Background: an optimization exercise with open tools, aiming at small area, a short achievable clock period and few clock cycles. Do not read the settings as production practice.
Where RTL was checked, it was by simulation tests only, not by an equivalence proof against the original.

Design sparse_mac_top, start of the top module:
module sparse_mac_top
#(
    parameter int NUM_DECODERS = 2,
    parameter int VALUE_W = 16,
    parameter int INDEX_W = 16,
    parameter int DECODER_FIFO_DEPTH = 16,
    parameter int ACCUM_W = 32
)
(
    input mac_clk,
    input mac_rst,
    input [NUM_DECODERS-1:0] sram_valid_i,
    output [NUM_DECODERS-1:0] sram_ready_o,
    input [NUM_DECODERS*(1+VALUE_W+INDEX_W)-1:0] sram_data_i,
    output mac_valid_o,
    output [ACCUM_W-1:0] mac_data_o
);
For scale: roughly 1500 cells after synthesis, ~160 flip-flops, ~0.016 mm^2 of cells after synthesis.
==> flow/config.mk <==
export PLATFORM = sky130hd
export DESIGN_NAME = sparse_mac_top
export DESIGN_NICKNAME = sparse_mac_top
export VERILOG_FILES = /design/flow/design.v
export SDC_FILE = /design/flow/constraint.sdc
export NUM_CORES = 4
export LEC_CHECK = 0
export CAP_MARGIN = 20
export CORE_MARGIN = 2
export CORE_UTILIZATION = 60
export SETUP_SLACK_MARGIN = 3.3
export SLEW_MARGIN = 20
export SYNTH_HIERARCHICAL = 1
==> flow/constraint.sdc <==
create_clock -name core_clock -period 7.0 [get_ports {mac_clk}]
set_input_delay 1.4000 -clock core_clock [delete_from_list [all_inputs] [get_ports {mac_clk}]]
set_output_delay 1.4000 -clock core_clock [all_outputs]
set_load 0.01 [all_outputs]
standard.sh (not shown) runs the stock make flow with config.mk's settings and CLKGATE_MAP_FILE= SYNTH_SCRIPT=/design/flow/synth_recipe.tcl, a recipe that flattens the netlist after the stock synthesis.
==> flow/flow/run.sh <==
#!/bin/bash
set -euo pipefail
export BUFFER_PORTS_ARGS="-buffer_cell sky130_fd_sc_hd__buf_2"
bash standard.sh finish > flow_make.log 2>&1
Testbench counts at the start, summed over its fixed seeds: cycles 7,526.
Then changed:
- CORE_UTILIZATION: 60 -> 40
=>
- The changed run produced a clean layout
- worst setup slack is worse by 0.013 ns
- worst hold slack is worse by 0.022 ns
- via count is about the same
Then changed:
- SETUP_SLACK_MARGIN: 3.3 -> 3.6
=> First-iteration DRC count climbs by 18%. Clock skew shrinks by 0.0039 ns. Cell area went up by 7.6%. Core utilization increases by 3.5 points. Worst hold slack gets worse by 0.015 ns. Critical path depth does not change. Cell count grows by 4.3%. Sequential cell count is unchanged. Synthesized cell count is unchanged.

---

sparse_mac_top, a different RTL version from the one above (not shown whole).
Size: ~190 flip-flops, about 110 I/O pins, about 17,000 sq um of cells after synthesis.
==> flow/config.mk <==
export PLATFORM = sky130hd
export DESIGN_NAME = sparse_mac_top
export DESIGN_NICKNAME = sparse_mac_top
export VERILOG_FILES = /design/flow/design.v
export SDC_FILE = /design/flow/constraint.sdc
export NUM_CORES = 4
export LEC_CHECK = 0
export CAP_MARGIN = 20
export CORE_MARGIN = 2
export CORE_UTILIZATION = 40
export SETUP_SLACK_MARGIN = 4.2
export SLEW_MARGIN = 20
export SYNTH_HIERARCHICAL = 1
==> flow/constraint.sdc <==
create_clock -name core_clock -period 7.0 [get_ports {mac_clk}]
set_input_delay 1.4000 -clock core_clock [delete_from_list [all_inputs] [get_ports {mac_clk}]]
set_output_delay 1.4000 -clock core_clock [all_outputs]
set_load 0.01 [all_outputs]
Scripts as last shown in full above: flow/flow/run.sh
Rerun with:
Settings changed: SETUP_SLACK_MARGIN 4.2 to 3.9.
Outcome: Clock-buffer cell count stays the same; worst setup slack gets worse by 0.037 ns; non-clock buffer count goes down by 73; flip-flop and latch count stays the same.
Rerun with:
Settings changed: SETUP_SLACK_MARGIN 3.9 to 3.3.
Routed wire length falls by 7.0%; worst setup slack got worse by 0.39 ns; register-to-register slack is worse by 0.38 ns; via count drops by 4.8%; core utilization falls by 4.5 points; first-iteration DRC count goes up by 17%; critical path depth increases by 6; final area goes down by 9.3%; cell count goes down by 4.6%.
No run of this note included a check of the RTL's function; only the layout flow was run.

---

## job 101
sparse_mac_top, a different RTL version from the one above (not shown whole).
Size in the first run: roughly 1500 cells after synthesis, roughly 180 flip-flops, roughly 110 I/O pins, ~16000 um2 of cells after synthesis.
Settings: LEC_CHECK=0, CAP_MARGIN=20, CORE_MARGIN=2, CORE_UTILIZATION=40, CTS_BUF_LIST=sky130_fd_sc_hd__clkbuf_4 sky130_fd_sc_hd__clkbuf_8, PLACE_DENSITY=0.8, SETUP_SLACK_MARGIN=3.6, SLEW_MARGIN=20, SYNTH_HIERARCHICAL=1; clock period 7.0 ns.
Scripts as last shown in full above: flow/flow/run.sh
Job 101: flow completed, timing, DRC and antenna clean
Testbench counts of job 101, summed over its fixed seeds: cycles 7,526.
What job 102 does differently from job 101 at the input level:
- CTS_BUF_LIST no longer set, was sky130_fd_sc_hd__clkbuf_4 sky130_fd_sc_hd__clkbuf_8
- PLACE_DENSITY no longer set, was 0.8
[summary]
- Cell with the biggest individual delay on the critical path = sky130_fd_sc_hd__or3_1: job 102; cell with the biggest individual delay on the critical path = sky130_fd_sc_hd__edfxtp_1: job 101
- In the tables for job 101 and job 102, core utilization reads lower with job 101.
- Via count of the first global-routing pass, job 101 and job 102, lower one = job 102.
- Any difference in placed standard-cell area between job 101 and job 102 is small enough to ignore.
- Diff job 101..job 102 | count of unique library cells instantiated by Yosys | unchanged
- Comparing delay of the slowest critical-path stage for job 101 and job 102, the bigger number came from job 101.
- Job 102 vs job 101, top metal layer carrying routed signals: met4 vs met5
Input-level comparison between job 103 and job 102:
- setting CTS_BUF_LIST to sky130_fd_sc_hd__clkbuf_4 sky130_fd_sc_hd__clkbuf_8 for the first time
==> flow/flow/run.sh <==
#!/bin/bash
set -euo pipefail
export BUFFER_PORTS_ARGS="-buffer_cell sky130_fd_sc_hd__buf_1"
bash standard.sh finish > flow_make.log 2>&1
### Flow results
Between job 102 and job 103, the final critical path time including I/O delays and setup is lower for job 103.
From job 102 to job 103 the numbers moved as follows: sequential area share after synthesis now sits at about the same level; number of non-filler instances in the completed layout now sits higher; antenna diode instance count now sits at about the same level; adder and majority gate portion of the synthesized area now sits at about the same level.
Re non-clock buffer count: job 102 was lower than job 103.
Run comparison: job 103 start point of the critical path sram_data_i[34]; job 102 start point of the critical path sram_data_i[10]
Max layout overhead on the synthesized area across job 102 and job 103: job 102
The run showing the smaller arrival time of the worst setup path is job 102.
Changes observed in job 103 relative to job 102: fraction of area in clock buffers and inverters -0.97 points, data required time at the worst endpoint +0.03 ns.
--- input diff job 103..job 104 ---
- TNS_END_PERCENT: unset -> 20
==> flow/flow/run.sh <==
#!/bin/bash
set -euo pipefail
export BUFFER_PORTS_ARGS="-buffer_cell sky130_fd_sc_hd__buf_2"
bash standard.sh finish > flow_make.log 2>&1
- Job 103 and job 104 ended up with nearly the same relative area of clock buffers and inverters in the final design.
- Compared to job 103, the router laid down less metal wire for job 104.
- Job 104 ended with less peak clock frequency supported by timing than job 103.
- In terms of global routing usage on met3, job 103 and job 104 differ only marginally.
- Job 104 has completed all stages; timing, DRC and antenna checks passed.
- Comparing job 104 against job 103, there is no change at all in number of standard cells after synthesis.

---

sparse_mac_top, a different RTL version from the one above (not shown whole).
Size: roughly 1600 cells after synthesis, ~16000 sq um of cells after synthesis.
export LEC_CHECK = 0
export CAP_MARGIN = 20
export CORE_MARGIN = 2
export CORE_UTILIZATION = 60
export SETUP_SLACK_MARGIN = 3.0
export SLEW_MARGIN = 20
export SYNTH_HIERARCHICAL = 1
create_clock -name core_clock -period 7.0 [get_ports {mac_clk}]
run.sh (not shown) runs the stock make flow with config.mk's settings and CLKGATE_MAP_FILE= SYNTH_SCRIPT=/design/flow/synth_recipe.tcl, a recipe that flattens the netlist after the stock synthesis.
Stock flow here: none of the scripts above is used.
Then changed:
Settings changed: CORE_UTILIZATION 60 to 40.
Outcome: Area after synthesis does not change; worst hold slack improved by 0.021 ns.
Function was not checked in any run of this note: the RTL went through the layout flow alone.

---

== wip/sierra ==
sparse_mac_top, a different RTL version from the one above (not shown whole).
Size: ~180 flip-flops, about 110 I/O pins, about 0.017 mm² of cells after synthesis.
Settings: LEC_CHECK=0, CAP_MARGIN=20, CORE_MARGIN=2, CORE_UTILIZATION=40, CTS_BUF_LIST=sky130_fd_sc_hd__clkbuf_4 sky130_fd_sc_hd__clkbuf_8, SETUP_SLACK_MARGIN=3.9, SLEW_MARGIN=20, SYNTH_HIERARCHICAL=1; clock period 7.0 ns.
standard.sh (not shown) runs the stock make flow with config.mk's settings and CLKGATE_MAP_FILE= SYNTH_SCRIPT=/design/flow/synth_recipe.tcl, a recipe that flattens the netlist after the stock synthesis.
==> flow/flow/run.sh <==
#!/bin/bash
set -euo pipefail
export BUFFER_PORTS_ARGS="-buffer_cell sky130_fd_sc_hd__buf_2"
bash standard.sh finish > flow_make.log 2>&1
wip/sierra has completed all stages; timing, DRC and antenna checks passed.
Testbench counts of wip/sierra, summed over its fixed seeds: cycles 7,526.
Edits applied to the flow inputs when going from wip/sierra to wip/violet:
Settings: SETUP_SLACK_MARGIN changed from 3.9 to 3.75.
[summary]
In the tables for wip/sierra and wip/violet, relative area change from synthesis to final layout reads higher with wip/sierra.
For wip/violet, the standard cell with the maximum stage delay on the critical path was dfrtp_2, unlike wip/sierra, where it was fa_2.
Taking wip/sierra as the reference point, the final-layout non-clock buffer area share of wip/violet falls by 3.0 points.
Between wip/violet and wip/sierra, it is wip/violet whose routed wire length is lower, by 3.7 mm.
Re sequential share of layout area: wip/sierra was lower than wip/violet.
Min share of the clock period used by the worst path after layout across wip/sierra and wip/violet: wip/sierra
Higher post-route worst hold slack among wip/sierra and wip/violet: wip/violet
Compared with wip/sierra, wip/violet shows a lower share of the core filled with cells.
Relative to wip/sierra, wip/violet improves total number of vias.
#### Input delta (wip/xenon over wip/violet)
Settings: swapping 3.75 for 3.7 in SETUP_SLACK_MARGIN.
## What came out
| final standard cell area without fillers | wip/xenon vs wip/violet | 230 µm² lower |
From wip/violet to wip/xenon the numbers moved as follows: residual DRC count essentially unchanged.
Side by side, met1 routing resource usage after global routing turned out higher in wip/xenon than in wip/violet.
met2 demand-to-capacity share in global routing across wip/xenon and wip/violet: no real change.
The setup slack of wip/xenon is smaller than that of wip/violet.
### wip/xenon -> wip/cedar
Settings: a change of SETUP_SLACK_MARGIN from 3.7 to 3.6.
## What came out
wip/xenon → wip/cedar: final wirelength moved down; clock input transition at the sequential cells of the worst setup and hold paths neither gained nor lost much; count of clock buffers in the final design now larger.
The cell count after placement on wip/xenon is in line with that on wip/cedar.
wip/cedar: non-clock buffer count is about 20% lower than what wip/xenon reported.
[inputs] wip/ember vs wip/cedar
Settings: SETUP_SLACK_MARGIN changed from 3.6 to 3.5.
--- outcome ---
No run among wip/cedar and wip/ember stopped early or left any final violation; all are clean.
Taking wip/cedar as the reference point, the worst setup slack of wip/ember falls by 0.11 ns.
Delta (wip/ember minus wip/cedar): global routing met2 resource utilization held steady; area growth from synthesis to final layout now sits lower.
Summary — maximum cell stage delay along the critical path, wip/ember relative to wip/cedar: lower, by 0.03 ns.
wip/ember and wip/cedar ended up with roughly the same detail-routed via count per cell.
wip/cedar -> wip/ember: XOR/XNOR share of the synthesized area delta 0, exact match
wip/ember ends up with a summed area of non-filler cells in the final layout that is about 0.56% lower than in wip/cedar.

what the ideal ports hide:
Ports are ideal in the flow. The routed layouts listed here were re-timed in OpenROAD. Step 1 sets driving cells, clkbuf_16 on the clock port and buf_2 on the other inputs (assumed; they add their load-dependent delay and slew). Step 2 moves the port delays by t, midway between the first and last clock arrival at a register: inputs arrive t later, outputs are due t later. That takes back most of the time a late clock gives input paths. a / b / c = ideal ports / drivers / drivers and shift; a / b = the first two.
| run | shift t [ns] | slack for setup (ns) | worst setup path after step 2 | clock arrival spread, ns | slew at the worst register clock pin (ns) |
|---|---|---|---|---|---|
| the first run of note 1 | 0.484 | 3.387 / 3.387 / 2.986 | input to register | 0.012 / 0.012 | 0.07 / 0.07 |
| the second run of note 1 | 0.516 | 3.374 / 3.318 / 2.927 | input to register | 0.015 / 0.014 | 0.08 / 0.08 |
| the third run of note 1 | 0.507 | 3.537 / 3.482 / 3.126 | input to register | 0.011 / 0.010 | 0.08 / 0.08 |
| the first run of note 2 | 0.511 | 3.890 / 3.897 / 3.386 | input to register | 0.012 / 0.012 | 0.08 / 0.08 |
| the second run of note 2 | 0.538 | 3.852 / 3.852 / 3.355 | input to register | 0.014 / 0.015 | 0.08 / 0.08 |
| the third run of note 2 | 0.518 | 3.458 / 3.470 / 2.977 | input to register | 0.013 / 0.013 | 0.08 / 0.08 |
| job 101 | 0.534 | 3.618 / 3.618 / 3.117 | input to register | 0.024 / 0.024 | 0.12 / 0.12 |
| job 102 | 0.492 | 3.677 / 3.660 / 3.214 | input to register | 0.016 / 0.015 | 0.08 / 0.08 |
| job 103 | 0.547 | 3.690 / 3.713 / 3.166 | input to register | 0.019 / 0.020 | 0.10 / 0.10 |
| job 104 | 0.554 | 3.633 / 3.588 / 3.109 | input to register | 0.017 / 0.017 | 0.10 / 0.10 |
| the first run of note 4 | 0.468 | 2.400 / 2.352 / 2.632 | input to register | 0.018 / 0.018 | 0.07 / 0.07 |
| the second run of note 4 | 0.478 | 2.530 / 2.479 / 2.651 | input to register | 0.008 / 0.008 | 0.06 / 0.06 |
| wip/sierra | 0.566 | 3.826 / 3.843 / 3.277 | input to register | 0.016 / 0.016 | 0.10 / 0.10 |
| wip/violet | 0.554 | 3.807 / 3.781 / 3.293 | input to register | 0.016 / 0.015 | 0.10 / 0.10 |
| wip/xenon | 0.557 | 3.732 / 3.732 / 3.268 | input to register | 0.019 / 0.019 | 0.11 / 0.11 |
| wip/cedar | 0.560 | 3.693 / 3.681 / 3.174 | input to register | 0.016 / 0.017 | 0.10 / 0.10 |
| wip/ember | 0.560 | 3.579 / 3.579 / 3.078 | input to register | 0.020 / 0.020 | 0.11 / 0.11 |
After both steps every run listed still meets setup and hold. The setup slack of wip/sierra, which loses most, moves by +0.017 ns with the drivers and by -0.549 ns with both steps.
